Context: an optimization exercise on an open-source flow, tuned for small area. The choices shown serve that exercise and are no tape-out recipe. Only simulation tests tie the RTL to the original design; equivalence was not proved. Power and IR drop assume default switching activity.

==> 12-03: inputs <==
Design FirFilterSym_top, start of the top module:
module FirFilterSym_top (
    input  logic        clk,
    input  logic        rst,
    input  logic        valid_in,
    output logic        valid_out,
    input  logic [15:0] din,
    output logic [25:0] dout
);
export LEC_CHECK = 0
export ABC_AREA = 1
export CAP_MARGIN = 20
export CORE_MARGIN = 2
export CORE_UTILIZATION = 40
export SLEW_MARGIN = 20
create_clock -name core_clock -period 5.0 [get_ports {clk}]
run.sh (not shown) runs the stock make flow with config.mk's settings and CLKGATE_MAP_FILE= SYNTH_SCRIPT=/design/flow/synth_recipe.tcl, a recipe that flattens the netlist after the stock synthesis.
==> 06-22 (differences from 12-03) <==
--- a/flow/config.mk
+++ b/flow/config.mk
@@ -10,3 +10,4 @@
 export CORE_MARGIN = 2
 export CORE_UTILIZATION = 40
+export CTS_BUF_LIST = sky130_fd_sc_hd__clkbuf_4
 export SLEW_MARGIN = 20
==> summary.txt <==
Cell area: 12-03 is higher than 06-22 (about 0.7%).
Of 12-03 and 06-22, 12-03 has the higher total power (gap 7.0%, measured against 06-22).
Between 06-22 and 12-03, the lower cell count is in 12-03 (gap about 3.5%, measured against 12-03).
Sequential power is about the same in 06-22 and 12-03.
Against 06-22, the routed wire length of 12-03 is smaller by about 0.6%.
Setup slack: 12-03 is better than 06-22 (0.023 ns).
In critical path depth, 06-22 and 12-03 do not differ.
Against 12-03, the register-to-register slack of 06-22 is lower by 0.02 ns.
Against 12-03, the maximum frequency of 06-22 is smaller by 0.48%.
==> figures <==
Status: 12-03 complete, no violations; 06-22 complete, no violations
Switching power total: 12-03 0.00382 W; 06-22 0.00380 W
Clock network power consumption: 12-03 0.00598 W; 06-22 0.00505 W
Start of the worst register-to-register path: 12-03 x21[4]; 06-22 x21[8]
Hold slack final: 12-03 0.357 ns; 06-22 0.356 ns
DR vias/cell: 12-03 4.58; 06-22 4.56
Pleak: 12-03 18.6 nW; 06-22 18.7 nW
Highest clock rate: 12-03 213 MHz; 06-22 212 MHz
Layout overhead on the synthesized area: 12-03 10.9%; 06-22 10.1%
Fraction of power consumed by combinational cells: 12-03 15.7%; 06-22 16.8%
Slew @ Worst Pin: 12-03 0.752 ns; 06-22 0.747 ns
Wire length of the first global-routing pass: 12-03 147000 um; 06-22 148000 um
Layout clock buffers: 12-03 104; 06-22 259
Critical path arrival: 12-03 5.22 ns; 06-22 5.67 ns
Longest individual stage delay on the worst path: 12-03 0.75 ns; 06-22 0.68 ns
Latest clock arrival within the worst-skew pair: 12-03 0.65 ns; 06-22 1.03 ns
Antenna diode count: 12-03 0; 06-22 3
Pwr/cell area: 12-03 316 nW/um^2; 06-22 297 nW/um^2
Maximum vdd drop: 12-03 244 uV; 06-22 217 uV

* * *

==> run X <==
Another version of the RTL of FirFilterSym_top (not shown whole).
clock: 5.0 ns
lec_check: 0
abc_area: 1
cap_margin: 20
core_margin: 2
core_utilization: 40
cts_buf_list: sky130_fd_sc_hd__clkbuf_16
cts_cluster_diameter: 100
cts_cluster_size: 30
slew_margin: 20
standard.sh (not shown) runs the stock make flow with config.mk's settings and CLKGATE_MAP_FILE= SYNTH_SCRIPT=/design/flow/synth_recipe.tcl, a recipe that flattens the netlist after the stock synthesis.
==> flow/flow/run.sh <==
#!/bin/bash
# Own layout flow: the standard flow, with two changes to synthesis only.
#  1. Yosys's early "abc -fast" is skipped (SYNTH_ARGS=-noabc), so extract_fa sees the
#     RTL's full-adder equations as written and maps them without extra inverters.
#  2. flow/post.py rewrites the delay-line next-state logic of the synthesized netlist
#     (one a22o/a221o per register instead of o22ai + inverter) and flips full adders'
#     polarity where that saves inverters; registers are untouched.
# Then the standard flow runs from the netlist on (floorplan ... finish); every port still
# gets its own buffer, but a buf_1 instead of the larger delay buffer buffer_ports picks.
set -euo pipefail
W=$(pwd)
RES=$W/orfs/results/${FLOW_PLATFORM}/FirFilterSym_top/base
bash standard.sh SYNTH_ARGS=-noabc synth > $W/synth.log 2>&1
cp $RES/1_2_yosys.v $W/synth_orig.v
python3 $W/flow/post.py $W/synth_orig.v $W/synth_post.v > $W/post.log 2>&1
cp $W/synth_post.v $RES/1_2_yosys.v
rm -f $RES/1_synth.odb $RES/1_synth.sdc
bash standard.sh SYNTH_ARGS=-noabc 'BUFFER_PORTS_ARGS=-buffer_cell sky130_fd_sc_hd__buf_1' finish > $W/layout.log 2>&1
Other scripts of this flow, unchanged in this note and not shown: flow/flow/post.py
==> run E: changes against run X <==
CAP_MARGIN = 5   (was 20)
SLEW_MARGIN = 5   (was 20)
==> summary.txt <==
The switching power as a share of total power was 0.331. The largest share of the power goes to sequential cells. Per report_power, the Clock row totals 3.32 mW.

Maximum number of pins on one net before global-route repair: 213. In the layout the commonest cells are sky130_fd_sc_hd__fa_1 (747), sky130_fd_sc_hd__dfxtp_1 (700), sky130_fd_sc_hd__a22o_1 (540), sky130_fd_sc_hd__inv_1 (84), sky130_fd_sc_hd__ha_1 (81). Leaving out the clock tree, the finished layout contains an inverter count of 84.

The flow ran to the end and the layout has no timing, DRC or antenna violations. Non-clock buffering overhead in the final layout: 0.0103. The tools report the post-layout utilization of the core as 0.437.
Source of the figures above: run E

==> summary.txt <==
The non-clock inverters instantiated in the layout total 84. The global-route total usage across every layer is 0.197. The count of buffers added on input and output ports is 45. The run finished with no timing, DRC or antenna violations.

Leaving out fill and tap cells, the most frequent cells in the layout are sky130_fd_sc_hd__fa_1 (747), sky130_fd_sc_hd__dfxtp_1 (700), sky130_fd_sc_hd__a22o_1 (540), sky130_fd_sc_hd__inv_1 (84), sky130_fd_sc_hd__ha_1 (81). Of all power groups, the one with the highest power is sequential cells. The tools report the post-detailed-route count of antenna-violating nets as 0. Power attributed to the clock group is 3.32 mW. Non-clock buffering overhead in the final layout: 0.0103. Entering global routing, the biggest net connects 213 pins. After synthesis, the mean cell area works out to 15.8 um2. The post-layout utilization of the core was 0.437; the switching power as a share of total power was 0.331. The run gives 35 as the count of clock buffers in the final design.
Source of the figures above: run X


* * *

==> harbor <==
FirFilterSym_top with an RTL version that a note above also has.
Design FirFilterSym_top, start of the top module:
module FirFilterSym_top (
    input  logic        clk,
    input  logic        rst,
    input  logic        valid_in,
    output logic        valid_out,
    input  logic [15:0] din,
    output logic [25:0] dout
);
Settings: LEC_CHECK=0, ABC_AREA=1, CAP_MARGIN=20, CORE_MARGIN=2, CORE_UTILIZATION=60, CTS_BUF_LIST=sky130_fd_sc_hd__clkbuf_16, CTS_CLUSTER_DIAMETER=100, CTS_CLUSTER_SIZE=30, SLEW_MARGIN=20; clock period 5.0 ns.
==> flow/flow/run.sh <==
#!/bin/bash
# Own layout flow: the standard flow, with two changes to synthesis only.
#  1. Yosys's early "abc -fast" is skipped (SYNTH_ARGS=-noabc), so extract_fa sees the
#     RTL's full-adder equations as written and maps them without extra inverters.
#  2. flow/post.py rewrites the delay-line next-state logic of the synthesized netlist
#     (one a22o/a221o per register instead of o22ai + inverter); registers are untouched.
# Then the standard flow runs from the netlist on (floorplan ... finish).
set -euo pipefail
W=$(pwd)
RES=$W/orfs/results/${FLOW_PLATFORM}/FirFilterSym_top/base
bash standard.sh SYNTH_ARGS=-noabc synth > $W/synth.log 2>&1
cp $RES/1_2_yosys.v $W/synth_orig.v
python3 $W/flow/post.py $W/synth_orig.v $W/synth_post.v > $W/post.log 2>&1
cp $W/synth_post.v $RES/1_2_yosys.v
rm -f $RES/1_synth.odb $RES/1_synth.sdc
bash standard.sh SYNTH_ARGS=-noabc finish > $W/layout.log 2>&1
Other scripts of this flow, unchanged in this note and not shown: flow/flow/post.py
==> inputs of fjord, as changes to harbor <==
--- a/flow/config.mk
+++ b/flow/config.mk
@@ -8,7 +8,7 @@
 export ABC_AREA = 1
 export CAP_MARGIN = 20
 export CORE_MARGIN = 2
-export CORE_UTILIZATION = 60
+export CORE_UTILIZATION = 40
 export CTS_BUF_LIST = sky130_fd_sc_hd__clkbuf_16
 export CTS_CLUSTER_DIAMETER = 100
 export CTS_CLUSTER_SIZE = 30
==> implementation parameters <==
Parameter                              Value

Run status
  Status ... no timing/DRC/antenna violations

Global routing
  Met2 demand-to-capacity share in global routing ... between 30% and 40%

Final layout
  Fraction of standard cell area that is sequential ... between 30% and 40%
  ClkCell Share ... 2.34%
  Fraction of area in multi-input gates ... roughly 55%

Die
  Area of the core region ... 89600 um2
  Die Outline Area ... just over 90000 um2
  Effective utilization at floorplan ... about 40%

Power and ir drop
  Leakage power ... 18.0 nW
  Pwr per Cell Area ... 348 nW/um2
  Share of total power consumed by net switching ... 32.8%

Timing
  Clock period minus worst slack ... 4.67 ns
# the run above: fjord

==> implementation parameters <==
Parameter                              Value

Run status
  Status ... no timing/DRC/antenna violations

Die
  Die Outline Area ... 62000 um2

Final layout
  ClkCell Share ... 2.49%
  Fraction of area in multi-input gates ... 55.3%

Power and ir drop
  Pwr per Cell Area ... 357 nW/um2
  Leakage power ... between 15 and 20 nW

Timing
  Clock period minus worst slack ... 4.66 ns

Global routing
  Met2 demand-to-capacity share in global routing ... 50.2%
# the run above: harbor


* * *

==> 12-24 <==
Starting RTL as in the previous note.
clock: 5.0 ns
lec_check: 0
abc_area: 1
cap_margin: 20
core_margin: 2
core_utilization: 40
cts_buf_list: sky130_fd_sc_hd__clkbuf_8
cts_cluster_diameter: 60
cts_cluster_size: 20
slew_margin: 20
Scripts as last shown in full above: flow/flow/run.sh
Other scripts of this flow, unchanged in this note and not shown: flow/flow/post.py
==> inputs of 08-06, as changes to 12-24 <==
- CTS_BUF_LIST: sky130_fd_sc_hd__clkbuf_8 -> sky130_fd_sc_hd__clkbuf_16
- CTS_CLUSTER_DIAMETER: 60 -> 100
- CTS_CLUSTER_SIZE: 20 -> 30
==> notes <==
Sequential cell count is the same in 12-24 and 08-06.
Of 12-24 and 08-06, 08-06 has the higher worst setup slack (gap 0.022 ns).
In synthesized area, 12-24 and 08-06 do not differ.
Core utilization: 12-24 is higher than 08-06 (0.50 points).
Of 08-06 and 12-24, 12-24 has the higher cell count (gap 1.8%, measured against 12-24).
Between 08-06 and 12-24, the lower hold slack is in 12-24 (gap 0.0014 ns).
Combinational power is about the same in 08-06 and 12-24.
In critical path depth, 08-06 and 12-24 do not differ.

* * *

==> 01-15 <==
Starting RTL as in the previous note.
Settings: LEC_CHECK=0, ABC_AREA=1, CAP_MARGIN=20, CORE_MARGIN=2, CORE_UTILIZATION=40, CTS_BUF_LIST=sky130_fd_sc_hd__clkbuf_4, SLEW_MARGIN=20; clock period 5.0 ns.
==> flow/flow/post.py <==
#!/usr/bin/env python3
"""Rewrite the delay-line next-state logic of the synthesized netlist.

Each delay-line register x<k>[i] loads x<k-1>[i] (din for k=1) on an accepted
sample, holds otherwise, and clears on reset (bit 15 is stored inverted, so it
sets).  ABC maps this as o22ai plus inverters; here every such D input gets one
a22o (a221o for bit 15) fed by two shared select nets, and the old cones that
become unused are removed.  Everything else is left as it was.

usage: post.py IN.v OUT.v
"""
import re
import sys
from collections import defaultdict

OUTPINS = {'X', 'Y', 'Q', 'Q_N', 'SUM', 'COUT', 'HI', 'LO'}
P = 'sky130_fd_sc_hd__'


def esc(n):
    return n + ' ' if n.startswith('\\') else n


def main(src, dst):
    text = open(src).read()
    text = re.sub(r'\(\*.*?\*\)', '', text, flags=re.S)
    text = re.sub(r'/\*.*?\*/', '', text, flags=re.S)
    text = re.sub(r'//[^\n]*', '', text)
    m = re.search(r'\bmodule\b', text)
    body = text[m.start():]
    end = body.rfind('endmodule')
    body = body[:end]
    stmts = [s.strip() for s in body.split(';')]
    header = stmts[0]
    decls, assigns, cells = [], [], []
    for s in stmts[1:]:
        if not s:
            continue
        w = s.split(None, 1)[0]
        if w in ('input', 'output', 'wire', 'inout'):
            decls.append(s)
        elif w == 'assign':
            assigns.append(s)
        else:
            mm = re.match(r'^(\S+)\s+(\\\S+\s|\S+)\s*\((.*)\)$', s, re.S)
            if not mm:
                raise SystemExit('cannot parse: %r' % s[:200])
            typ, name, pbody = mm.group(1), mm.group(2).strip(), mm.group(3)
            pins = {}
            for pm in re.finditer(r'\.(\w+)\s*\(\s*(\\\S+\s|[^()\s]+)\s*\)', pbody):
                pins[pm.group(1)] = pm.group(2).strip()
            cells.append([typ, name, pins])

    # nets read by assigns or driving ports count as loads
    assign_refs = set()
    for a in assigns:
        for tok in re.findall(r'\\\S+|[A-Za-z_][\w$]*(?:\s*\[\d+\])?', a[len('assign'):]):
            assign_refs.add(re.sub(r'\s+', '', tok))
    ports = set()
    for d in decls:
        w = d.split(None, 1)[0]
        if w in ('input', 'output'):
            mm = re.match(r'(input|output)\s*(\[(\d+):(\d+)\])?\s*(.*)$', d, re.S)
            for nm in mm.group(5).split(','):
                nm = nm.strip()
                if mm.group(2):
                    hi, lo = int(mm.group(3)), int(mm.group(4))
                    for b in range(min(hi, lo), max(hi, lo) + 1):
                        ports.add('%s[%d]' % (nm, b))
                else:
                    ports.add(nm)

    qnet = {}
    ff = {}
    for c in cells:
        mm = re.match(r'^\\x(\d+)\[(\d+)\]\$_DFF_P_$', c[1])
        if mm and c[0].startswith(P + 'dfxtp'):
            k, i = int(mm.group(1)), int(mm.group(2))
            qnet[(k, i)] = c[2]['Q']
            ff[(k, i)] = c
    nk = max(k for k, i in ff) if ff else 0
    assert len(ff) == nk * 16, (len(ff), nk)

    new = []
    newwires = ['dl_sh', 'dl_hd', 'dl_din15n']
    new.append([P + 'nor2b_1', 'dl_shg', {'A': 'rst', 'B_N': 'valid_in', 'Y': 'dl_sh'}])
    new.append([P + 'nor2_1', 'dl_hdg', {'A': 'valid_in', 'B': 'rst', 'Y': 'dl_hd'}])
    new.append([P + 'inv_1', 'dl_dinv', {'A': 'din[15]', 'Y': 'dl_din15n'}])
    for (k, i), c in sorted(ff.items()):
        if k == 1:
            prev = 'dl_din15n' if i == 15 else 'din[%d]' % i
        else:
            prev = qnet[(k - 1, i)]
        dn = 'dl_d_%d_%d' % (k, i)
        newwires.append(dn)
        if i == 15:
            new.append([P + 'a221o_1', 'dl_g_%d_%d' % (k, i),
                        {'A1': prev, 'A2': 'dl_sh', 'B1': qnet[(k, i)], 'B2': 'dl_hd', 'C1': 'rst', 'X': dn}])
        else:
            new.append([P + 'a22o_1', 'dl_g_%d_%d' % (k, i),
                        {'A1': prev, 'A2': 'dl_sh', 'B1': qnet[(k, i)], 'B2': 'dl_hd', 'X': dn}])
        c[2]['D'] = dn
    cells += new

    # remove cells that drive nothing, repeatedly (never registers)
    removed = 0
    while True:
        loads = defaultdict(int)
        for typ, name, pins in cells:
            for p, n in pins.items():
                if p not in OUTPINS:
                    loads[n] += 1
        keep = []
        for c in cells:
            outs = [n for p, n in c[2].items() if p in OUTPINS]
            isreg = re.search(r'__(df|edf|sdf|dl)', c[0]) is not None
            if not isreg and outs and all(loads[n] == 0 and n not in ports and n not in assign_refs
                                          for n in outs):
                removed += 1
                continue
            keep.append(c)
        if len(keep) == len(cells):
            break
        cells = keep

    with open(dst, 'w') as f:
        f.write(header + ' ;\n')
        for d in decls:
            f.write('  ' + d + ' ;\n')
        for w in newwires:
            f.write('  wire %s;\n' % w)
        for a in assigns:
            f.write('  ' + a + ' ;\n')
        for typ, name, pins in cells:
            f.write('  %s %s (%s);\n' % (typ, esc(name),
                    ', '.join('.%s(%s)' % (p, esc(n)) for p, n in pins.items())))
        f.write('endmodule\n')
    print('delay-line registers rewired: %d; cells removed: %d; cells now: %d'
          % (len(ff), removed, len(cells)))


if __name__ == '__main__':
    main(sys.argv[1], sys.argv[2])
Scripts as last shown in full above: flow/flow/run.sh
==> 04-23: changes against 01-15 <==
--- a/flow/flow/post.py
+++ b/flow/flow/post.py
@@ -20,4 +20,99 @@
 def esc(n):
     return n + ' ' if n.startswith('\\') else n
+
+
+def push_bubbles(cells, ports, assign_refs, newwires):
+    """A full adder is self-dual: FA(~a,~b,~c) = (~s,~co).  Flip an adder's polarity
+    wherever that removes more inverters around it than it adds."""
+    def isinv(c):
+        return c[0].startswith(P + 'inv_')
+    cnt = [0]
+
+    def newnet():
+        cnt[0] += 1
+        n = 'bp_n%d' % cnt[0]
+        newwires.append(n)
+        return n
+    flips = 0
+    while True:
+        drv = {}
+        loads = defaultdict(list)
+        for idx, c in enumerate(cells):
+            for p, n in c[2].items():
+                if p in OUTPINS:
+                    drv[n] = idx
+                else:
+                    loads[n].append(idx)
+        best = None
+        for idx, c in enumerate(cells):
+            if not c[0].startswith(P + 'fa_'):
+                continue
+            delta = 0
+            ok = True
+            for p in ('A', 'B', 'CIN'):
+                n = c[2][p]
+                d = drv.get(n)
+                if d is not None and isinv(cells[d]):
+                    if len(loads[n]) == 1:
+                        delta -= 1
+                else:
+                    delta += 1
+            for p in ('SUM', 'COUT'):
+                o = c[2][p]
+                invs = [l for l in loads[o] if isinv(cells[l])]
+                others = [l for l in loads[o] if not isinv(cells[l])]
+                ext = o in ports or o in assign_refs
+                for l in invs[1:]:
+                    q = cells[l][2]['Y']
+                    if q in ports or q in assign_refs:
+                        ok = False
+                delta -= len(invs)
+                if others or ext:
+                    delta += 1
+            if ok and delta < 0 and (best is None or delta < best[0]):
+                best = (delta, idx)
+        if best is None:
+            break
+        idx = best[1]
+        c = cells[idx]
+        dead = set()
+        added = []
+        for p in ('A', 'B', 'CIN'):
+            n = c[2][p]
+            d = drv.get(n)
+            if d is not None and isinv(cells[d]):
+                c[2][p] = cells[d][2]['A']
+                if len(loads[n]) == 1:
+                    dead.add(d)
+            else:
+                m = newnet()
+                added.append([P + 'inv_1', 'bp_i' + m[4:], {'A': n, 'Y': m}])
+                c[2][p] = m
+        rename = {}
+        for p in ('SUM', 'COUT'):
+            o = c[2][p]
+            invs = [l for l in loads[o] if isinv(cells[l])]
+            others = [l for l in loads[o] if not isinv(cells[l])]
+            ext = o in ports or o in assign_refs
+            if invs:
+                q0 = cells[invs[0]][2]['Y']
+                c[2][p] = q0
+                for l in invs:
+                    dead.add(l)
+                    if l != invs[0]:
+                        rename[cells[l][2]['Y']] = q0
+            else:
+                q0 = newnet()
+                c[2][p] = q0
+            if others or ext:
+                added.append([P + 'inv_1', 'bp_i%d_%s' % (flips, p), {'A': q0, 'Y': o}])
+        cells[:] = [x for i, x in enumerate(cells) if i not in dead] + added
+        if rename:
+            for x in cells:
+                for p, n in list(x[2].items()):
+                    if p not in OUTPINS and n in rename:
+                        x[2][p] = rename[n]
+        flips += 1
+    return flips
 
 
@@ -102,4 +197,5 @@
         c[2]['D'] = dn
     cells += new
+    nflip = push_bubbles(cells, ports, assign_refs, newwires)
 
     # remove cells that drive nothing, repeatedly (never registers)
@@ -136,6 +232,6 @@
                     ', '.join('.%s(%s)' % (p, esc(n)) for p, n in pins.items())))
         f.write('endmodule\n')
-    print('delay-line registers rewired: %d; cells removed: %d; cells now: %d'
-          % (len(ff), removed, len(cells)))
+    print('delay-line registers rewired: %d; adders flipped: %d; cells removed: %d; cells now: %d'
+          % (len(ff), nflip, removed, len(cells)))
 
 
--- a/flow/config.mk
+++ b/flow/config.mk
@@ -10,4 +10,6 @@
 export CORE_MARGIN = 2
 export CORE_UTILIZATION = 40
-export CTS_BUF_LIST = sky130_fd_sc_hd__clkbuf_4
+export CTS_BUF_LIST = sky130_fd_sc_hd__clkbuf_16
+export CTS_CLUSTER_DIAMETER = 60
+export CTS_CLUSTER_SIZE = 30
 export SLEW_MARGIN = 20
==> notes <==
04-23 went through all stages and came out clean. 01-15 passed the timing, DRC and antenna checks.
Via count: 01-15 is higher than 04-23 (4.8%).
In 01-15 the first-iteration DRC count is lower than in 04-23, by 5.4%.
Against 01-15, the design area of 04-23 is lower by 0.60%.
In 04-23 the non-clock buffer count is higher than in 01-15, by 10.
Fmax: 04-23 is smaller than 01-15 (about 0.32%).
Between 01-15 and 04-23, the lower clock power is in 01-15 (gap about 1%, measured against 04-23).
Against 04-23, the sequential share of layout area of 01-15 is lower by 0.21 points.
Of 04-23 and 01-15, 01-15 has the higher setup slack (gap 15 ps).
In flip-flop and latch count, 01-15 and 04-23 do not differ.
Area after synthesis: 01-15 is larger than 04-23 (0.34%).
==> figures <==
quantity	01-15	04-23
Result of the run	no timing/DRC/antenna violations	no timing/DRC/antenna violations
Slew @ Worst Pin	778 ps	807 ps
Post-route cell area	40500 sq um	40300 sq um
Data-path buffer share of cell area in the final layout	1.76%	2.02%
Number of logic inverters in the finished layout	118	85
Floorplan die area	92700 sq um	92400 sq um
Drt first-iter violations	1352	1429
Clk root buf	clkbuf_4	clkbuf_16
Number of buffers created by CTS	182	54
Sequential cell power	0.00620 W	0.00619 W
Number of vias per cell after detailed routing	5.29	5.38
Syn_nets	3162	3129
Total met2 wirelength after detailed routing	45700 um	45000 um
Met3 routed wirelength	4260 um	2930 um
Number of clock-tree buffers in the layout	263	57
Total vias in the final route	20500	19500
Cells after synthesis	2308	2275
Worst Setup EP	p16_4	p15_1
Number of H-tree levels	4	2
Mean area per synthesized cell	15.7 sq um	15.8 sq um
P_comb	0.00444 W	0.00442 W

==> afterwards: timing with drivers on the ports <==
Ports are ideal in the flow. The routed layouts listed here were re-timed in OpenROAD. Step 1, drivers: a clkbuf_16 drives clk and a buf_2 each remaining input, both assumed. Step 2 also shifts input and output timing later by t, the mid clock arrival at the registers, as if the neighbouring blocks saw the same clock. Slacks: ideal / step 1 / step 2; pairs: ideal / step 1.
| run | shift t [ns] | setup slack, ns | hold WS [ns] | slew at the worst register clock pin (ns) | cell pins on the clock port's net |
|---|---|---|---|---|---|
| 12-03 | 0.700 | 0.304 / 0.304 / 0.211 | 0.357 / 0.357 / 0.357 | 0.07 / 0.07 | 1 |
| 06-22 | 1.070 | 0.281 / 0.281 / 0.174 | 0.356 / 0.356 / 0.356 | 0.09 / 0.09 | 1 |
| run X | 0.661 | 0.366 / 0.366 / 0.366 | 0.340 / 0.340 / 0.340 | 0.12 / 0.12 | 1 |
| run E | 0.661 | 0.366 / 0.366 / 0.366 | 0.340 / 0.340 / 0.340 | 0.12 / 0.12 | 1 |
| harbor | 0.702 | 0.335 / 0.335 / 0.035 | 0.371 / 0.371 / 0.371 | 0.12 / 0.12 | 1 |
| fjord | 0.705 | 0.333 / 0.333 / -0.003 | 0.368 / 0.368 / 0.368 | 0.12 / 0.12 | 1 |
| 12-24 | 0.794 | 0.332 / 0.332 / 0.053 | 0.367 / 0.367 / 0.367 | 0.12 / 0.12 | 1 |
| 08-06 | 0.703 | 0.354 / 0.354 / 0.058 | 0.368 / 0.368 / 0.368 | 0.12 / 0.12 | 1 |
| 01-15 | 1.084 | 0.338 / 0.338 / 0.057 | 0.356 / 0.356 / 0.356 | 0.07 / 0.07 | 1 |
| 04-23 | 0.699 | 0.323 / 0.323 / -0.033 | 0.361 / 0.361 / 0.361 | 0.09 / 0.09 | 1 |
Met with ideal ports but missed after step 2: setup timing in fjord and 04-23. The setup slack of 04-23, which loses most, moves by 0.000 ns with the drivers and by -0.356 ns with both steps.
